From an optimization exercise on the open Yosys and OpenROAD flow, aimed at a short achievable clock period and few clock cycles; shortcuts taken in it are not production practice.
The RTL was checked by simulation tests, not by an equivalence proof against the original design.

[flow/constraint.sdc]
create_clock -name core_clock -period 11.0 [get_ports {clk}]
set_input_delay 2.2000 -clock core_clock [delete_from_list [all_inputs] [get_ports {clk}]]
set_output_delay 2.2000 -clock core_clock [all_outputs]
set_load 0.01 [all_outputs]
[flow/run.sh]
#!/bin/bash
# synth_recipe.tcl (not shown) runs the flow's synth.tcl, then flattens the netlist and writes it again
# the make line also repeats each setting of config.mk as NAME=value (left out here)
make -C /OpenROAD-flow-scripts/flow DESIGN_CONFIG=/design/flow/config.mk WORK_HOME=/design/flow/orfs CLKGATE_MAP_FILE= SYNTH_SCRIPT=/design/flow/synth_recipe.tcl finish
[flow/config.mk]
export PLATFORM = sky130hd
export DESIGN_NAME = TopLevel
export DESIGN_NICKNAME = TopLevel
export VERILOG_FILES = /design/flow/design.v
export SDC_FILE = /design/flow/constraint.sdc
export NUM_CORES = 4
export LEC_CHECK = 0
export CAP_MARGIN = 20
export CORE_MARGIN = 2
export CORE_UTILIZATION = 40
export SLEW_MARGIN = 20
[flow/design.v]
module MUX(sw, input0, input1, out);
    parameter n = 32;
    input sw;
    input [n-1:0] input0, input1;
    output [n-1:0] out;
    assign out = (~sw)? input0:input1;
endmodule  
module adder(in0,in1,out);
parameter n = 32;
input [n-1:0] in0,in1; 
output [n-1:0] out;
assign out = in0 + in1;
endmodule
module register ( clk, rst, ld,r_in,r_out);
	parameter n = 32;
	input clk, rst, ld;
    	input [n-1:0] r_in;
   	 output reg [n-1:0] r_out;
	always@(posedge clk, negedge rst)begin
		if(~rst)
			r_out <= 0;
		else if(ld == 1'b1)
				r_out <= r_in;
	end
 endmodule
module registerf (flush, clk, rst, ld,r_in,r_out);
	parameter n = 32;
	input flush, clk, rst, ld;
    	input [n-1:0] r_in;
   	 output reg [n-1:0] r_out;
	always@(posedge clk, negedge rst)begin
		if(~rst)
			r_out <= 0;
        else if(flush)
			r_out <= 0;
		else if(ld == 1'b1)
				r_out <= r_in;
	end
 endmodule
module PCReg (
    input freeze,clk,rst,
    input [31:0] in,
    output [31:0] out
);
    register #(32) pcreg (clk, rst, ~freeze,in, out);
endmodule
module IF(
	input rst, clk, freeze, Branch_taken,
	input [31:0] BranchAddress,
	output [31:0] PC, Instruction,
	output [31:0] imem_addr,
	input [31:0] imem_rdata
);
	wire [31:0] pcin, pcout;
	MUX #(32) m1(Branch_taken,PC,BranchAddress,pcin);
	PCReg p1(freeze & ~Branch_taken,clk,rst,pcin,pcout);
	adder a1 (32'd4,pcout,PC);
	assign imem_addr = pcout;
	assign Instruction = imem_rdata;
endmodule
module IF_Reg(
	input rst, clk, freeze,flush,
	input [31:0] PC_in, Instruction_in,
	output [31:0] PC, Instruction
);
registerf instr(flush,clk, rst,~freeze,Instruction_in, Instruction);
registerf regif(flush,clk, rst, ~freeze,PC_in, PC);
endmodule
module register_file(read_reg1,read_reg2,read_data1,read_data2,write_reg,write_data,regwrite,clk);
input [3:0] read_reg1,read_reg2,write_reg;
input [31:0]write_data;
input regwrite,clk;
output [31:0]read_data1,read_data2;
reg [31:0]R[15:0];
wire wr = regwrite & (write_reg != 4'b0);
assign read_data1=(wr && write_reg==read_reg1)? write_data : R[read_reg1];
assign read_data2=(wr && write_reg==read_reg2)? write_data : R[read_reg2];
always@ (posedge clk)begin 
    R[0]<=32'b0;
    if(wr)
        R[write_reg]<=write_data;
end
endmodule
module ControlUnit (input S_in, 
    input [1:0] mode, 
    input [3:0] Op_code, 
    output reg [3:0] Execute_Command, 
    output reg mem_read, mem_write, WB_enable, B, S_out); 
parameter [3:0]  MOV = 4'b1101, MVN = 4'b1111, ADD = 4'b0100, 
                 ADC = 4'b0101, SUB = 4'b0010, SBC = 4'b0110, 
                 AND = 4'b0000, ORR = 4'b1100, EOR = 4'b0001, 
                 CMP = 4'b1010, TST = 4'b1000, LDR = 4'b0100, 
                 STR = 4'b0100, NOP = 4'b0000; 
always @(Op_code, mode, S_in) begin 
   {Execute_Command, mem_read, mem_write, WB_enable, B} = 8'b0;S_out = S_in; 
    case (mode) 
        2'b00: begin
             case (Op_code) 
                MOV: begin Execute_Command = 4'b0001; WB_enable = 1'b1; S_out = S_in;end 
                MVN: begin Execute_Command = 4'b1001; WB_enable = 1'b1; S_out = S_in;end 
                ADD: begin Execute_Command = 4'b0010; WB_enable = 1'b1; S_out = S_in;end
                ADC: begin Execute_Command = 4'b0011; WB_enable = 1'b1; S_out = S_in;end
                SUB: begin Execute_Command = 4'b0100; WB_enable = 1'b1; S_out = S_in;end
                SBC: begin Execute_Command = 4'b0101; WB_enable = 1'b1; S_out = S_in;end
                AND: begin Execute_Command = 4'b0110; WB_enable = 1'b1; S_out = S_in;end
                ORR: begin Execute_Command = 4'b0111; WB_enable = 1'b1; S_out = S_in;end
                EOR: begin Execute_Command = 4'b1000; WB_enable = 1'b1; S_out = S_in;end
                CMP: begin Execute_Command = 4'b0100; S_out = 1'b1; end
                TST: begin Execute_Command = 4'b0110; S_out = 1'b1; end 
                default: begin {Execute_Command, mem_read, mem_write, WB_enable, B} = 8'b0; S_out = S_in; end
            endcase
        end
        2'b01: begin
            S_out = 1'b0;
            if (Op_code == LDR) begin
                if (S_in) begin mem_read = 1'b1; Execute_Command = 4'b0010; WB_enable = 1'b1; end
                else begin mem_write = 1'b1; Execute_Command = 4'b0010; end
            end
        end 
        2'b10: begin B = 1'b1; S_out = 1'b0; end
        2'b11: begin S_out = 1'b0; end 
    endcase
end
endmodule
module ConditionCheck(input [3:0] Cond, input Z, C , N, V, output reg CondFlag);  
parameter [3:0] EQ = 4'b0000,NE=4'b0001,CS_HS=4'b0010,
                CC_LO=4'b0011,MI=4'b0100,PL=4'b0101,
                VS=4'b0110, VC=4'b0111 , HI=4'b1000,
                LS=4'b1001,GE=4'b1010,LT=4'b1011,
                GT=4'b1100,LE=4'b1101,AL=4'b1110, NOP=4'b1111;
always @(Cond,Z,C,N,V) begin 
    case (Cond) 
    EQ: CondFlag = Z ? 1'b1 : 1'b0;
    NE: CondFlag = ~Z ? 1'b1 : 1'b0; 
    CS_HS: CondFlag = C ? 1'b1 : 1'b0; 
    CC_LO: CondFlag = ~C ? 1'b1 : 1'b0; 
    MI: CondFlag = N ? 1'b1 : 1'b0; 
    PL: CondFlag = ~N ? 1'b1 : 1'b0; 
    VS: CondFlag = V ? 1'b1 : 1'b0; 
    VC: CondFlag= ~V ? 1'b1 : 1'b0; 
    HI: CondFlag= (C&~Z) ? 1'b1 : 1'b0; 
    LS: CondFlag= (~C|Z) ? 1'b1 : 1'b0; 
    GE: CondFlag= ((N&V)|(~N&~V)) ? 1'b1 : 1'b0; 
    LT: CondFlag= ((N&~V)|(~N&V)) ? 1'b1 : 1'b0; 
    GT: CondFlag= ((~Z&(N|V))|(~N&~V)) ? 1'b1 : 1'b0; 
    LE: CondFlag= ((Z|(N&~V))|(~N&V)) ? 1'b1 : 1'b0; 
    AL: CondFlag=1'b1; NOP: CondFlag=1'b0; 
    default:CondFlag=1'b0; 
    endcase 
end 
endmodule
module ID (
	input clk,rst,
	input [31:0] Instruction,
	input [31:0] Result_WB,
	input WB_enable_rf,
	input [3:0] Dest_WB,
	input hazard,
	input [3:0] SR,
	input [31:0] PC_in,
	output [31:0] PC,
	output WB_enable,mem_read,mem_write,B,S_out,
	output [3:0] Execute_Command,
	output [31:0] Val_Rn, Value_Rm,
	output imm,
	output [11:0] Shift_operand,
	output [23:0] Signed_imm_24,
	output [3:0] Dest,
	output [3:0] src1,src2,
	output Two_src,
	output [3:0] Op_code
);
wire [3:0] Cond=Instruction[31:28], read_reg1,read_reg2;
wire CondFlag;
wire S_in;
wire mux1_sl = (~CondFlag) | hazard;
wire WB_enable_c,mem_read_c,mem_write_c,B_c,S_out_c;
wire [3:0] Execute_Command_c;
wire [3:0] mux2_out;
wire [1:0] mode;
assign mode = Instruction[27:26];
assign imm = Instruction[25];
assign Op_code = Instruction[24:21];
assign S_in = Instruction [20];
assign read_reg1 = Instruction[19:16];
assign Dest = Instruction[15:12];
assign Shift_operand = Instruction[11:0];
assign read_reg2 = Instruction[3:0];
assign Signed_imm_24 = Instruction[23:0];
assign PC=PC_in;
assign Two_src = ~imm | mem_write_c;
assign src1 = read_reg1;
assign src2 = mux2_out;
register_file rf(read_reg1,mux2_out,Val_Rn,Value_Rm,Dest_WB,Result_WB,WB_enable_rf,clk);
ControlUnit cu(S_in, mode, Op_code, Execute_Command_c, mem_read_c, mem_write_c, WB_enable_c, B_c, S_out_c);
ConditionCheck cch(Cond, SR[1], SR[2] , SR[0], SR[3], CondFlag);
MUX #(9) mx1(mux1_sl,{WB_enable_c,mem_read_c,mem_write_c,Execute_Command_c,B_c,S_out_c},9'b0,{WB_enable,mem_read,mem_write,Execute_Command,B,S_out});
MUX #(4) mx2(mem_write_c, read_reg2, Dest, mux2_out);
endmodule
module ID_Reg (
	input c_in,flush,clk,rst,  
	input [31:0] PC_in,
	input [31:0] Val_Rn_in, Val_Rm_in,
	input [3:0] op_code_in, Execute_Command_in,
	input Two_src_in, imm_in , WB_enable_in ,mem_read_in,mem_write_in,B_in,S_in,
	input [3:0] src1_in,src2_in,Dest_in,
	input [23:0] Signed_imm_24_in,
	input [11:0] Shift_operand_in,
	output [11:0] Shift_operand_out,
	output [23:0] Signed_imm_24_out,
	output [3:0] src1_out,src2_out,Dest_out,
	output c_in_out, Two_src_out, imm_out,  WB_enable_out ,mem_read_out ,mem_write_out ,B_out ,S_out ,
	output [3:0] op_code_out , Execute_Command_out,
	output [31:0] PC,
	output [31:0] Val_Rn_out, Val_Rm_out
);
registerf pc_id(flush,clk, rst, 1'b1, PC_in,PC);
registerf Val_Rn_id(flush,clk, rst, 1'b1, Val_Rn_in,Val_Rn_out);
registerf Val_Rm_id(flush,clk, rst, 1'b1, Val_Rm_in,Val_Rm_out);
registerf #(4) opcode_id(flush,clk, rst, 1'b1, op_code_in,op_code_out);
registerf #(4) Execute_Command_id(flush,clk, rst, 1'b1, Execute_Command_in,Execute_Command_out);
registerf #(8) onebits(flush,clk, rst, 1'b1 , {c_in,Two_src_in, imm_in , WB_enable_in ,mem_read_in,mem_write_in,B_in,S_in},{c_in_out,Two_src_out, imm_out,  WB_enable_out ,mem_read_out ,mem_write_out ,B_out ,S_out});
registerf #(4) src1_id(flush,clk, rst, 1'b1, src1_in,src1_out);
registerf #(4) src2_id(flush,clk, rst, 1'b1, src2_in,src2_out);
registerf #(4) Dest_id(flush,clk, rst, 1'b1, Dest_in,Dest_out);
registerf #(24) Signed_imm_24_id(flush,clk, rst, 1'b1, Signed_imm_24_in,Signed_imm_24_out);
registerf #(12) Shift_operand_id(flush,clk, rst, 1'b1, Shift_operand_in,Shift_operand_out);
endmodule
module HazzardUnit(input [3:0] MEM_Dest, EXE_Dest, Src1, Src2, input MEM_WB_En, EXE_WB_En, Two_src, output reg hazzard); 
    always @(MEM_Dest, EXE_Dest, Src1, Src2, MEM_WB_En, EXE_WB_En, Two_src) begin 
        if ((Src1 == EXE_Dest) && (EXE_WB_En)) hazzard = 1;
        else if ((Src1 == MEM_Dest) && (MEM_WB_En)) hazzard = 1;
        else if ((Src2 == EXE_Dest) && (EXE_WB_En) && (Two_src)) hazzard = 1;
        else if ((Src2 == MEM_Dest) && (MEM_WB_En) && (Two_src)) hazzard = 1;
        else hazzard = 0;
end 
endmodule
module Val2_Generate(
                    input rw_en,
                    input I,
                    input signed [31:0] Val_RM,
                    input [11:0] imm,
                    input [11:0] shift_operand,
                    output reg [31:0] Val2
);
    always @(rw_en, Val_RM, imm, shift_operand, I) begin
        if (rw_en) begin
            Val2 = {20'b0, shift_operand};
        end
        else if(I)begin
            case(shift_operand[11:8])
            4'd0: Val2 = {24'd0, shift_operand[7:0]};
            4'd1: Val2 = {shift_operand[1:0], 24'd0, shift_operand[7:2]};
            4'd2: Val2 = {shift_operand[3:0], 24'd0, shift_operand[7:4]};
            4'd3: Val2 = {shift_operand[5:0], 24'd0, shift_operand[7:6]};
            4'd4: Val2 = {shift_operand[7:0], 24'd0};
            4'd5: Val2 = {2'd0, shift_operand[7:0], 22'd0};
            4'd6: Val2 = {4'd0, shift_operand[7:0], 20'd0};
            4'd7: Val2 = {6'd0,shift_operand[7:0], 18'd0};
            4'd8: Val2 = {8'd0, shift_operand[7:0], 16'd0};
            4'd9: Val2 = {10'd0, shift_operand[7:0], 14'd0};
            4'd10: Val2 = {12'd0, shift_operand[7:0], 12'd0};
            4'd11: Val2 = {14'd0, shift_operand[7:0], 10'd0};
            4'd12: Val2 = {16'd0, shift_operand[7:0], 8'd0};
            4'd13: Val2 = {18'd0, shift_operand[7:0], 6'd0};
            4'd14: Val2 = {20'd0, shift_operand[7:0], 4'd0};
            4'd15: Val2 = {22'd0, shift_operand[7:0], 2'd0};
            endcase
         end
        else begin 
            case (shift_operand[6:5])
                2'b00: Val2 = Val_RM << shift_operand[11:7];
                2'b01: Val2 = Val_RM >> shift_operand[11:7];
                2'b10: Val2 = Val_RM >>> shift_operand[11:7];
                2'b11: Val2 = (Val_RM >> shift_operand[11:7]) | (Val_RM << (6'd32 - shift_operand[11:7]));
            endcase
        end
    end
endmodule
module ALU (input [3:0] ALU_cmd,input [31:0] Val1,Val2,input C_in, output reg [31:0] ALU_out, output reg N_out, output reg Z_out, output reg C_out, output reg V_out);
parameter [3:0] MOV=4'b0001,MVN=4'b1001,ADD=4'b0010,ADC=4'b0011,SUB=4'b0100,AND=4'b0110,SBC=4'b0101,
                ORR=4'b0111,EOR=4'b1000,CMP=4'b0100,TST=4'b0110,LDR=4'b0010,STR=4'b0010;
always @(ALU_cmd,Val1,Val2,C_in) begin
    C_out = C_in;
    case (ALU_cmd)
    MOV:  ALU_out = Val2;
    MVN:  ALU_out = ~Val2;
    ADD:  {C_out, ALU_out} = Val1+Val2;
    ADC:  {C_out, ALU_out} = Val1+Val2+C_in;
    SUB:  {C_out, ALU_out} = Val1-Val2;
    SBC:  {C_out, ALU_out} = Val1-Val2-(!C_in);
    AND:  ALU_out = Val1&Val2;
    ORR:  ALU_out = Val1|Val2;
    EOR:  ALU_out = Val1^Val2;
        default: begin ALU_out=32'b0; C_out=1'b0; end
    endcase
    V_out = ALU_out[31]^C_out;
    N_out = ALU_out[31];
    if (ALU_out == 32'b0 & C_out == 0)
        Z_out = 1;
    else
        Z_out =0;
end
endmodule
module EXE(input mem_write, mem_read,I,C_in,
	   input [3:0] ALU_cmd,
	   input signed [31:0] Val_RM,
	   input [31:0] Val1,
	   input [23:0] signed_imm_24,
	   input [11:0] shift_operand,
	   input [31:0] PC,
           output N_out,Z_out,C_out,V_out,
	   output [31:0] Branch_address,
	   output [31:0] ALU_out
);
wire rw_en;
wire [31:0] Val2;
wire [11:0] imm;
assign rw_en = mem_write | mem_read;
assign imm = signed_imm_24[23:12];
Val2_Generate v2g(rw_en,I,Val_RM,imm,shift_operand,Val2);
ALU alu(ALU_cmd,Val1,Val2,C_in,ALU_out,N_out,Z_out,C_out,V_out);
adder #(32) add(PC,{signed_imm_24[23], signed_imm_24[23],
                    signed_imm_24[23], signed_imm_24[23],
                    signed_imm_24[23], signed_imm_24[23],
                    signed_imm_24, 2'b00},Branch_address);
endmodule
module StatusReg(clk, rst, ld,r_in,r_out);
  input clk, rst, ld;
  input [3:0] r_in;
  output reg [3:0] r_out;
  always@(posedge clk, negedge rst)begin
    if(~rst)
r_out <= 0;
    else if(ld == 1'b1)
r_out <= r_in;
    end
 endmodule
module EXE_Reg(
	input clk,rst , WB_en_in , MEM_R_EN_in , MEM_W_EN_in,
	input [31:0] ALU_result_in , ST_val_in, 
	input [3:0] Dest_in,
	output WB_en_out,  MEM_R_EN_out , MEM_W_EN_out,
	output [31:0] ALU_result_out , ST_val_out, 
	output [3:0] Dest_out
);
	register ALU_result_exe(clk, rst, 1'b1, ALU_result_in,ALU_result_out);
	register ST_val_exe(clk, rst, 1'b1, ST_val_in,ST_val_out);
	register #(4) dest_exe(clk, rst, 1'b1, Dest_in,Dest_out);
	register #(3) onebits_exe (clk, rst, 1'b1,  {WB_en_in , MEM_R_EN_in , MEM_W_EN_in},{WB_en_out,  MEM_R_EN_out , MEM_W_EN_out});
endmodule
module MEM(
	input clk,rst ,wb_in , MEM_R_EN , MEM_W_EN , 
	input [31:0] alu_res , Value_Rm,
	input [3:0] Dest,
	output wb_in_out , MEM_R_EN_out , 
	output [31:0] alu_res_out , mem_res,
	output [3:0] Dest_out,
	output [31:0] dmem_addr, dmem_wdata,
	output dmem_we, dmem_re,
	input [31:0] dmem_rdata
);
	assign Dest_out = Dest;
	assign alu_res_out = alu_res;
	assign MEM_R_EN_out = MEM_R_EN;
	assign wb_in_out = wb_in;
	assign dmem_addr = alu_res;
	assign dmem_wdata = Value_Rm;
	assign dmem_we = MEM_W_EN;
	assign dmem_re = MEM_R_EN;
	assign mem_res = MEM_R_EN ? dmem_rdata : 32'b0;
endmodule
module MEM_Reg(
	input clk,rst,
	input WB_en_in , MEM_R_EN_in ,
	input [31:0] ALU_result_in , MEM_Result_in , 
	input [3:0] Dest_in,
	output WB_en_out , MEM_R_EN_out ,
	output [31:0] ALU_result_out , MEM_Result_out , 
	output [3:0] Dest_out
);
	register ALU_result_mem(clk, rst, 1'b1, ALU_result_in,ALU_result_out);
	register MEM_Result_mem(clk, rst, 1'b1, MEM_Result_in,MEM_Result_out);
	register #(4) dest_exe(clk, rst, 1'b1, Dest_in,Dest_out);
	register #(2) onebits_exe (clk, rst, 1'b1,  {WB_en_in , MEM_R_EN_in },{WB_en_out,  MEM_R_EN_out }); 
endmodule
module WB(
	input MEM_R_EN, 
	input Wb_en,
	input [3:0] Dest,
	input [31:0] ALU_result, MEM_Result,
	output [31:0] out,
	output [3:0] WB_Dest,
	output Wb_Wb_en
);
	MUX #(32) mx_wb (MEM_R_EN,ALU_result,MEM_Result,out);
	assign WB_Dest = Dest;
	assign Wb_Wb_en = Wb_en;
endmodule
module TopLevel(
	input rst,clk,
	output [31:0] imem_addr,
	input [31:0] imem_rdata,
	output [31:0] dmem_addr, dmem_wdata,
	output dmem_we, dmem_re,
	input [31:0] dmem_rdata,
	output wb_en,
	output [3:0] wb_dest,
	output [31:0] wb_data
);
    wire   WB_enable_rf, hazard;
	wire [31:0] BranchAddress;
	wire [31:0] PC_IF, Instruction_IF, PC_IFReg,PC_IDReg, PC_ID,Val_Rn, Value_Rm, Instruction_ID;
	wire [31:0] Result_WB;
	wire [3:0] Dest_WB ,SR, SR_cur;
	wire WB_enable,mem_read,mem_write,B,S_out,imm,Two_src;
	wire [3:0] Execute_Command,Dest,src1,src2;
	wire [11:0] Shift_operand;
	wire [23:0] Signed_imm_24;
	wire [3:0] op_code_in;
	wire [11:0] Shift_operand_idreg;
	wire [23:0] Signed_imm_24_idreg;
	wire [3:0] src1_idreg,src2_idreg,Dest_idreg;
	wire c_in_idreg, Two_src_idreg, imm_idreg,  WB_enable_idreg ,mem_read_idreg ,mem_write_idreg ,B_idreg ,S_idreg ;
	wire [3:0] op_code_idreg , Execute_Command_idreg;
	wire [31:0] Val_Rn_idreg, Val_Rm_idreg;
	wire N_out, Z_out, C_out, V_out;
	wire [31:0] ALU_result_exe;
	wire WB_en_exereg, MEM_R_EN_exereg, MEM_W_EN_exereg;
	wire [31:0] ALU_result_exereg, ST_val_exereg;
	wire [3:0] Dest_exereg;
	wire WB_en_mem, MEM_R_EN_mem;
	wire [31:0] ALU_result_mem, MEM_Result_mem;
	wire [3:0] Dest_mem;
	wire WB_en_memreg, MEM_R_EN_memreg;
	wire [31:0] ALU_result_memreg, MEM_Result_memreg;
	wire [3:0] Dest_memreg;
	assign SR_cur = S_idreg ? {V_out,C_out,Z_out,N_out} : SR;
	IF if_inst(rst, clk, hazard, B_idreg, BranchAddress, PC_IF, Instruction_IF, imem_addr, imem_rdata);
	IF_Reg ifreg(rst, clk, hazard, B_idreg, PC_IF, Instruction_IF, PC_IFReg, Instruction_ID);
	ID id(clk, rst, Instruction_ID, Result_WB,WB_enable_rf,Dest_WB,hazard,SR_cur,PC_IFReg,PC_ID,WB_enable,
        mem_read,mem_write,B,S_out,Execute_Command,Val_Rn, Value_Rm,imm,Shift_operand, Signed_imm_24,Dest, src1,src2,Two_src,op_code_in);	
    ID_Reg idreg(SR_cur[2],B_idreg,clk, rst, PC_ID, Val_Rn, Value_Rm, op_code_in, Execute_Command, Two_src, imm , WB_enable , mem_read, mem_write, B, S_out, src1, src2, Dest, Signed_imm_24, Shift_operand, Shift_operand_idreg, Signed_imm_24_idreg, src1_idreg, src2_idreg, Dest_idreg, c_in_idreg,Two_src_idreg, imm_idreg,  WB_enable_idreg ,mem_read_idreg ,mem_write_idreg ,B_idreg ,S_idreg , op_code_idreg , Execute_Command_idreg, PC_IDReg, Val_Rn_idreg, Val_Rm_idreg);
    HazzardUnit haz(Dest_exereg, Dest_idreg, src1, src2, WB_en_exereg, WB_enable_idreg, Two_src, hazard);
    EXE exe(mem_write_idreg,mem_read_idreg,imm_idreg,c_in_idreg,Execute_Command_idreg,Val_Rm_idreg,Val_Rn_idreg,Signed_imm_24_idreg,
		Shift_operand_idreg,PC_IDReg,N_out,Z_out,C_out,V_out,BranchAddress,ALU_result_exe);
	StatusReg sr(clk, rst, S_idreg,{V_out,C_out,Z_out,N_out},SR);
    EXE_Reg exereg(clk , rst , WB_enable_idreg , mem_read_idreg , mem_write_idreg, ALU_result_exe , Val_Rm_idreg, Dest_idreg, WB_en_exereg, MEM_R_EN_exereg , MEM_W_EN_exereg, ALU_result_exereg , ST_val_exereg, Dest_exereg);
    MEM mem(clk,rst, WB_en_exereg , MEM_R_EN_exereg , MEM_W_EN_exereg , ALU_result_exereg , ST_val_exereg, Dest_exereg, WB_en_mem , MEM_R_EN_mem , ALU_result_mem , MEM_Result_mem, Dest_mem,
        dmem_addr, dmem_wdata, dmem_we, dmem_re, dmem_rdata);
    MEM_Reg memreg(clk,rst, WB_en_mem , MEM_R_EN_mem , ALU_result_mem , MEM_Result_mem ,  Dest_mem, WB_en_memreg , MEM_R_EN_memreg , ALU_result_memreg , MEM_Result_memreg , Dest_memreg);
    WB writeback(MEM_R_EN_memreg, WB_en_memreg, Dest_memreg, ALU_result_memreg, MEM_Result_memreg, Result_WB, Dest_WB, WB_enable_rf);
	assign wb_en = WB_enable_rf & (Dest_WB != 4'b0);
	assign wb_dest = Dest_WB;
	assign wb_data = Result_WB;
endmodule
==> run summary <==
-- routing by layer --
layer / track usage (%) / routed length (µm) / share of wire (%)
met1: 42.3 / 91600 / 40
met2: 49.0 / 103000 / 46
met3: 7.15 / 20700 / 9.1
met4: 14.1 / 11300 / 5.0
met5: 0 / 61 / 0.027
-- per-stage QoR --
stage	area (µm²)
after floorplan	55700
after global placement	60100
after detailed placement	60100
after CTS	63500
after global routing	63500
final	63500
-- worst max path at each step --
stage                                             to  depth (start not counted)
CTS                 idreg.onebits.r_out[1]$_DFF_PN0_                         25
global route        idreg.onebits.r_out[1]$_DFF_PN0_                         27
finish              idreg.onebits.r_out[1]$_DFF_PN0_                         25
global placement    idreg.onebits.r_out[1]$_DFF_PN0_                         24
detailed placement  idreg.onebits.r_out[1]$_DFF_PN0_                         25
floorplan           idreg.onebits.r_out[1]$_DFF_PN0_                         33
-- cell usage after synthesis, drive strengths merged (13+ instances only) --
cell type and number:
dfrtp 372, or3 34, or2 30, o21a 15, and3 47, xnor2 122
a21oi 218, mux2 86, nor2b 86, or4 13, nand3 93, mux4 366
a31oi 39, xor2 75, edfxtp 480, inv 135, a211o 22, buf 129
a311oi 40, nor4 47, o221ai 17, o2111ai 16, a211oi 114, o21ai 169
nand2b 42, nor3 88, mux2i 188, a221oi 37, o22ai 30, nand2 340
a22oi 43, ha 131, o31ai 34, o211ai 59, a2111oi 23, dfxtp 32
and2 89, clkbuf 266, nand4 30, nor2 396, a21o 36
-- worst register-to-register path, stage by stage, from the launching register on --
cell	delay [ns]
dfrtp_4	0.80
buf_4	0.48
nand2b_1	0.50
o22ai_1	0.15
nor2_1	0.34
o22ai_1	0.22
or3_1	0.40
a211o_1	0.44
inv_1	0.17
ha_1	0.30
o21bai_1	0.30
nor4b_2	0.68
nor2_1	0.23
a221o_1	0.46
nor3_2	0.39
a21oi_1	0.12
or4_4	0.56
or4b_1	0.59
nor4_2	0.52
or4b_1	0.57
nor4_1	0.58
nand4b_1	0.30
or3_4	0.43
and4b_1	0.21
or3b_1	0.57
nor4b_4	0.27
-- layout by cell type (no fill, tap or decap), types with 25 or more instances in the layout --
master	instances
a221oi_1	37
nor2b_1	85
a311oi_1	39
nor3_1	77
o211ai_1	58
dfxtp_1	32
buf_4	193
o22ai_1	29
and3_1	47
nand4_1	30
nand3_1	92
a22oi_1	43
inv_1	132
o21ai_0	161
nor2_1	379
clkbuf_16	100
and2_1	88
mux2i_1	184
mux4_2	366
nand2b_1	42
a21o_1	36
o31ai_1	33
mux2_2	85
xnor2_1	121
conb_1	32
ha_1	131
dfrtp_1	360
a21oi_1	218
nand2_1	338
edfxtp_1	480
nor4_1	39
xor2_1	74
a211oi_1	105
or2_2	25
clkdlybuf4s50_1	199
or3_1	33
a31oi_1	38
-- logic make-up (layout without fill, tap and decap cells) --
family,count (synthesis),count (layout),synth area share [%]
mux,640,640,20.0
flops,884,884,43.8
other cells,1,34,0.00675
simple gates,1408,1408,12.8
compound gates,1055,1055,13.3
xor+xnor,197,197,3.12
fa+ha+maj,135,135,3.07
buf+inv,533,722,3.96
-- layout make-up --
type / instances / share of cell area [%]
clock buffer: 128 / 4.25
sequential: 884 / 38.4
clock inverter: 56 / 1.09
antenna: 2 / 0.00788
inverter: 138 / 0.815
tap: 1794 / 3.53
multi-input combinational: 3467 / 46.3
timing repair buffer: 400 / 5.66
-- what timing repair did --
item	in CTS	in global routing
setup buffers	0	0
resized for setup	0	1
setup endpoints to repair	0	8
==> out/qor.txt <==
synthesized area: 0.0556 mm²
top cell type's share of synthesized area: 25.9%
origin of the critical flop-to-flop path: idreg.Signed_imm_24_id.r_out[8]$_DFF_PN0_
final setup TNS: 0 ns
critical path peak fanout: 36
initial drt markers: 5838
syn_area_per_cell: 11.5 µm²
crit share post-route: 96.6%
final cell count without fillers: 6869
Clock Tree Buf Depth: 3
fin. max-slew vios: 0
max_slew headroom: 20.1%
final hold violations: 0
IO Count: 201
GRT Overall Usage: 31.6%
Crit Path Category: reg -> reg
Place WS: 0.341 ns
Hold Path Class: reg -> reg
core area: 0.138 mm²
max cap viols: 0
drt first pass iters: 6
WL per Instance: 33.0 µm
cell family with most CP delay: simple AND/OR/NAND/NOR gates
RSZ-0062 raised after global routing: no
vias in the first global route: 43971
die area: 0.142 mm²
count of yosys warnings during synthesis: 17
Synth area leaders: edfxtp_1 (26%), dfrtp_1 (17%), mux4_2 (15%)
# DRC: 0
Tmin final: 10.63 ns
final wirelength: 227000 µm
CP Capture Type: flop
Final setup viols: 0
Largest Register: id.rf.R
first-pass GRT wire length: 325000 µm
sink count of the clock tree: 884
FF-to-FF path depth: 25
final estimated routing congestion in global placement: 1.05
row cnt: 136
Die H: 377 µm
I/O Buffers: 200
asr flop ratio synth: 42.1%
Final HPWL DP: 159000 µm
area grow syn2layout: 14.3%
DP Cell Count: 6683
CTS H-tree depth: 3
flop-to-flop setup slack: 0.37 ns
Final WS setup: 0.372 ns
HP Start: exereg.ALU_result_exe.r_out[4]$_DFF_PN0_
initial antenna violation count: 14
Sequential Area: 0.0244 mm²
Worst Path Buf+Inv: 2
status: timing/DRC/antenna clean
Hold Path Depth: 0
Yosys reg bits: 884
Yosys top cell by area: edfxtp_1
worst r2r dst: idreg.onebits.r_out[1]$_DFF_PN0_
Seq/Total Area, Yosys: 43.8%
footprint of the multi-input gates: 0.0294 mm²
ys flop type: edfxtp_1
CTS tree: done
Slowest cell on crit path: dfrtp_4
hold_buf cts: 0
number of distinct library cells after synthesis: 116
nets: 5188
Final Util: 46.2%
vias per std cell: 6.52
Worst Hold Endpoint: memreg.ALU_result_mem.r_out[4]$_DFF_PN0_
cts bufs inserted: 97
worst skew pair latency: 0.73 ns
Post-Syn Instances: 4853
Fin Hold WS: 0.374 ns
Worst Skew: 0.0434 ns
clk root buf: clkbuf_16
crit path from: idreg.Signed_imm_24_id.r_out[8]$_DFF_PN0_
pin count of the biggest net entering global routing: 211
share of layout cells above drive strength 1: 18.6%
Clock Pin Slew Worst Setup and Hold Paths: 0.06 ns
Max Freq: 94.1 MHz
crit path DAT: 11.27 ns
number of enable flip-flop cells after synthesis: 480
worst slew pin tran: 1.18 ns
delay of the slowest cell on the worst path: 0.80 ns
Post-DRT Antenna Nets: 0
vias after detailed routing: 44806
Die X-Extent: 377 µm
gr ovfl total: 0
Worst Path Required: 11.64 ns
Starting Density: 40.4%
max FFs per register: 512
CP startpoint kind: flop
Filler Cell Count: 12504
Testbench counts, summed over its fixed seeds: cycles 30,468.

## separate check: timing with driven ports
How much do the figures lean on ideal ports? The routed layout below was timed once more, with nothing changed but the port constraints. Step 1, drivers: a clkbuf_16 drives clk and a buf_2 each remaining input, both assumed. Step 2 adds t to the input delays and takes it off the output delays; t is the mean of the earliest and latest rising clock arrival at the registers after step 1. Input paths then give back, and output paths get back, about the clock's delay inside the block. a / b / c = ideal / step 1 / step 2; a / b = the first two.
shift t [ns]: 0.800
slack for setup (ns): 0.372 / 0.372 / 0.372
worst setup path after step 2: register to register
latest minus earliest clock arrival (ns): 0.045 / 0.044
worst data-port slew with drivers (ns): 0.08
After both steps this run still meets setup and hold. The setup slack of this run moves by 0.000 ns with the drivers and by 0.000 ns with both steps.
